What follows belongs to an exercise in optimizing a design on an open flow for small area, a short achievable clock period and few clock cycles; a production flow would make more cautious choices. In this exercise RTL edits were held to simulation tests only and were not proved equivalent to the original. Power is estimated from default activity; no workload was simulated.

== oak ==
## cpu
module cpu (
    input  wire        clk,
    input  wire        reset,
    output wire [31:0] mem_addr,
    output wire [31:0] mem_wdata,
    output wire        mem_we,
    input  wire [31:0] mem_rdata
);
==> flow/config.mk <==
export PLATFORM = sky130hd
export DESIGN_NAME = cpu
export DESIGN_NICKNAME = cpu
export VERILOG_FILES = /design/flow/design.v
export SDC_FILE = /design/flow/constraint.sdc
export NUM_CORES = 4
export LEC_CHECK = 0
export CAP_MARGIN = 30
export CORE_MARGIN = 2
export CORE_UTILIZATION = 40
export SLEW_MARGIN = 30
==> flow/constraint.sdc <==
create_clock -name core_clock -period 22.0 [get_ports {clk}]
set_input_delay 4.4000 -clock core_clock [delete_from_list [all_inputs] [get_ports {clk}]]
set_output_delay 4.4000 -clock core_clock [all_outputs]
set_load 0.01 [all_outputs]
standard.sh (not shown) runs the stock make flow with config.mk's settings and CLKGATE_MAP_FILE= SYNTH_SCRIPT=/design/flow/synth_recipe.tcl, a recipe that flattens the netlist after the stock synthesis.
==> flow/flow/run.sh <==
#!/bin/bash
# Own layout flow: the standard synthesis unchanged, then the standard
# layout with a larger setup-slack margin for ORFS's repair_timing, so that the
# layout is optimised for a clock well below the 22 ns it is signed off at.
# Each step's full output goes to a log file in the work folder.
set -euo pipefail
bash standard.sh synth > synth.log 2>&1
bash standard.sh SETUP_SLACK_MARGIN=16 finish > layout.log 2>&1
The final layout from oak, which completed every stage, passed the timing, DRC and antenna checks at the end of the flow.
Testbench counts of oak, summed over its fixed seeds: cycles 28,911.
## Diff of input files: pine against oak
# oak
export LEC_CHECK = 0
export CAP_MARGIN = 30
export CORE_MARGIN = 2
export CORE_UTILIZATION = 40
export SLEW_MARGIN = 30
create_clock -name core_clock -period 22.0 [get_ports {clk}]
# pine
export LEC_CHECK = 0
export CAP_MARGIN = 30
export CORE_MARGIN = 2
export CORE_UTILIZATION = 50
export CTS_BUF_LIST = sky130_fd_sc_hd__clkbuf_8
export PLACE_DENSITY = 0.7
export SLEW_MARGIN = 30
create_clock -name core_clock -period 22.0 [get_ports {clk}]
Results
The capture point of the critical path comes out rb[22]$_DFFE_PP_ in one run and rf[2][6]$_DFFE_PP_ in the other, namely in oak and pine respectively.
Diff oak..pine | synthesized cell count | unchanged
Summary: finished layout cell area, pine better than oak
pine vs. oak: wire length the detailed router placed on met1 went down by 9100 um.
Routed wire length in pine is 7.3% lower than in oak
Re number of cells in the finished layout apart from fillers: oak and pine aren't equal, and the higher value belongs to oak.
Taking oak as the reference point, the number of buffer and inverter instances along the worst setup path of pine falls by 3.
Die extent in y in pine is about 10% lower than in oak
Highest clock frequency the design can meet delta (pine -> oak): insignificant
pine -> oak: number of flip-flops and latches delta 0, exact match
The inputs of birch differ from those of pine as listed below.
# pine
export LEC_CHECK = 0
export CAP_MARGIN = 30
export CORE_MARGIN = 2
export CORE_UTILIZATION = 50
export CTS_BUF_LIST = sky130_fd_sc_hd__clkbuf_8
export PLACE_DENSITY = 0.7
export SLEW_MARGIN = 30
create_clock -name core_clock -period 22.0 [get_ports {clk}]
# birch
export LEC_CHECK = 0
export CAP_MARGIN = 30
export CORE_MARGIN = 2
export CORE_UTILIZATION = 40
export CTS_BUF_LIST = sky130_fd_sc_hd__clkbuf_8
export SLEW_MARGIN = 30
create_clock -name core_clock -period 22.0 [get_ports {clk}]
[summary]
- Of birch and pine, birch shows the lower fraction of area in multi-input gates, with pine above it.
- Compared with pine, birch shows number of logic inverters in the finished layout higher by 0.94%.
- From pine to birch the numbers moved as follows: biggest cell delay along the critical path went down; post-synthesis to final-layout area growth up 1.4 points.
- Max-slew headroom at the worst pin (higher): pine
- Taking pine as the reference point, the portion of total power attributed to the clock network of birch rises by 0.4 points.
- Higher final weighted congestion of routability-driven global placement goes to pine over birch.
- Changes observed in birch relative to pine: die area went up, fraction of standard cell area that is sequential went down, routed wire length went up.
For maple, these inputs were changed with respect to birch:
diff --git a/flow/flow/run.sh b/flow/flow/run.sh
--- a/flow/flow/run.sh
+++ b/flow/flow/run.sh
@@ -7,2 +7,2 @@
 bash standard.sh synth > synth.log 2>&1
-bash standard.sh SETUP_SLACK_MARGIN=16 finish > layout.log 2>&1
+bash standard.sh SETUP_SLACK_MARGIN=15 finish > layout.log 2>&1
### Flow results
For birch, the highest layer used for signal routing was met5, unlike maple, where it was met4. Summary of maple over birch: utilization fell 1.2 points; post-layout minimum cycle time rose 0.81 ns; post-route fraction of the period consumed by the critical path rose 3.7 points; mean instance size in the synthesized netlist about even; net switching power fell about 8%. Sequential power share was higher in maple than in birch. Between maple and birch, the worst hold slack is higher for birch. Comparing birch against maple, there is no change at all in number of instances in the synthesized netlist. maple: total power 3.9% below birch.
#### Input delta (cedar over maple)
# maple
export LEC_CHECK = 0
export CAP_MARGIN = 30
export CORE_MARGIN = 2
export CORE_UTILIZATION = 40
export CTS_BUF_LIST = sky130_fd_sc_hd__clkbuf_8
export SLEW_MARGIN = 30
create_clock -name core_clock -period 22.0 [get_ports {clk}]
# cedar
export LEC_CHECK = 0
export CAP_MARGIN = 30
export CORE_MARGIN = 2
export CORE_UTILIZATION = 40
export SLEW_MARGIN = 30
create_clock -name core_clock -period 22.0 [get_ports {clk}]
diff --git a/flow/flow/run.sh b/flow/flow/run.sh
--- a/flow/flow/run.sh
+++ b/flow/flow/run.sh
@@ -7,2 +7,2 @@
 bash standard.sh synth > synth.log 2>&1
-bash standard.sh SETUP_SLACK_MARGIN=15 finish > layout.log 2>&1
+bash standard.sh SETUP_SLACK_MARGIN=16.5 finish > layout.log 2>&1
Results
cedar: PASS, flow complete, no timing, DRC or antenna violations
cedar ended up with mem_rdata[21] as its beginning of the critical path; maple ended up with mem_rdata[18].
cedar vs maple: average via count per standard cell up by a few percent
cedar — total power 10% higher, maple as reference
Global-route wire length before repair in cedar vs maple: up about 12%
cedar vs maple on share of power burned in the clock network: cedar is the higher one.
As far as sequential power is concerned, cedar and maple perform about the same.

-- afterwards: timing with drivers on the ports --
The flow's constraints put no driver on any port. The routed layouts listed below were extracted and timed again, unchanged, in two steps.
Step 1 sets driving cells, clkbuf_16 on the clock port and buf_2 on the other inputs (assumed; they add their load-dependent delay and slew).
Step 2 times the ports against the registers' clock, not the clock port: input delays grow and output delays shrink by t, the midpoint of the rising clock arrivals with the driver on.
Three values: no drivers, after step 1, after step 2; two values: the first two.
run | t, ns | setup slack, ns | hold slack, ns
oak | 0.882 | 15.910 / 15.752 / 14.870 | 0.322 / 0.322 / 0.322
pine | 1.052 | 15.917 / 15.816 / 14.764 | 0.333 / 0.333 / 0.333
birch | 1.066 | 15.857 / 15.778 / 14.841 | 0.327 / 0.327 / 0.327
maple | 1.041 | 15.051 / 15.101 / 14.060 | 0.300 / 0.300 / 0.300
cedar | 0.911 | 15.944 / 15.675 / 14.764 | 0.327 / 0.327 / 0.327
After both steps every run listed still meets setup and hold. The setup slack of cedar, which loses most, moves by -0.269 ns with the drivers and by -1.180 ns with both steps.
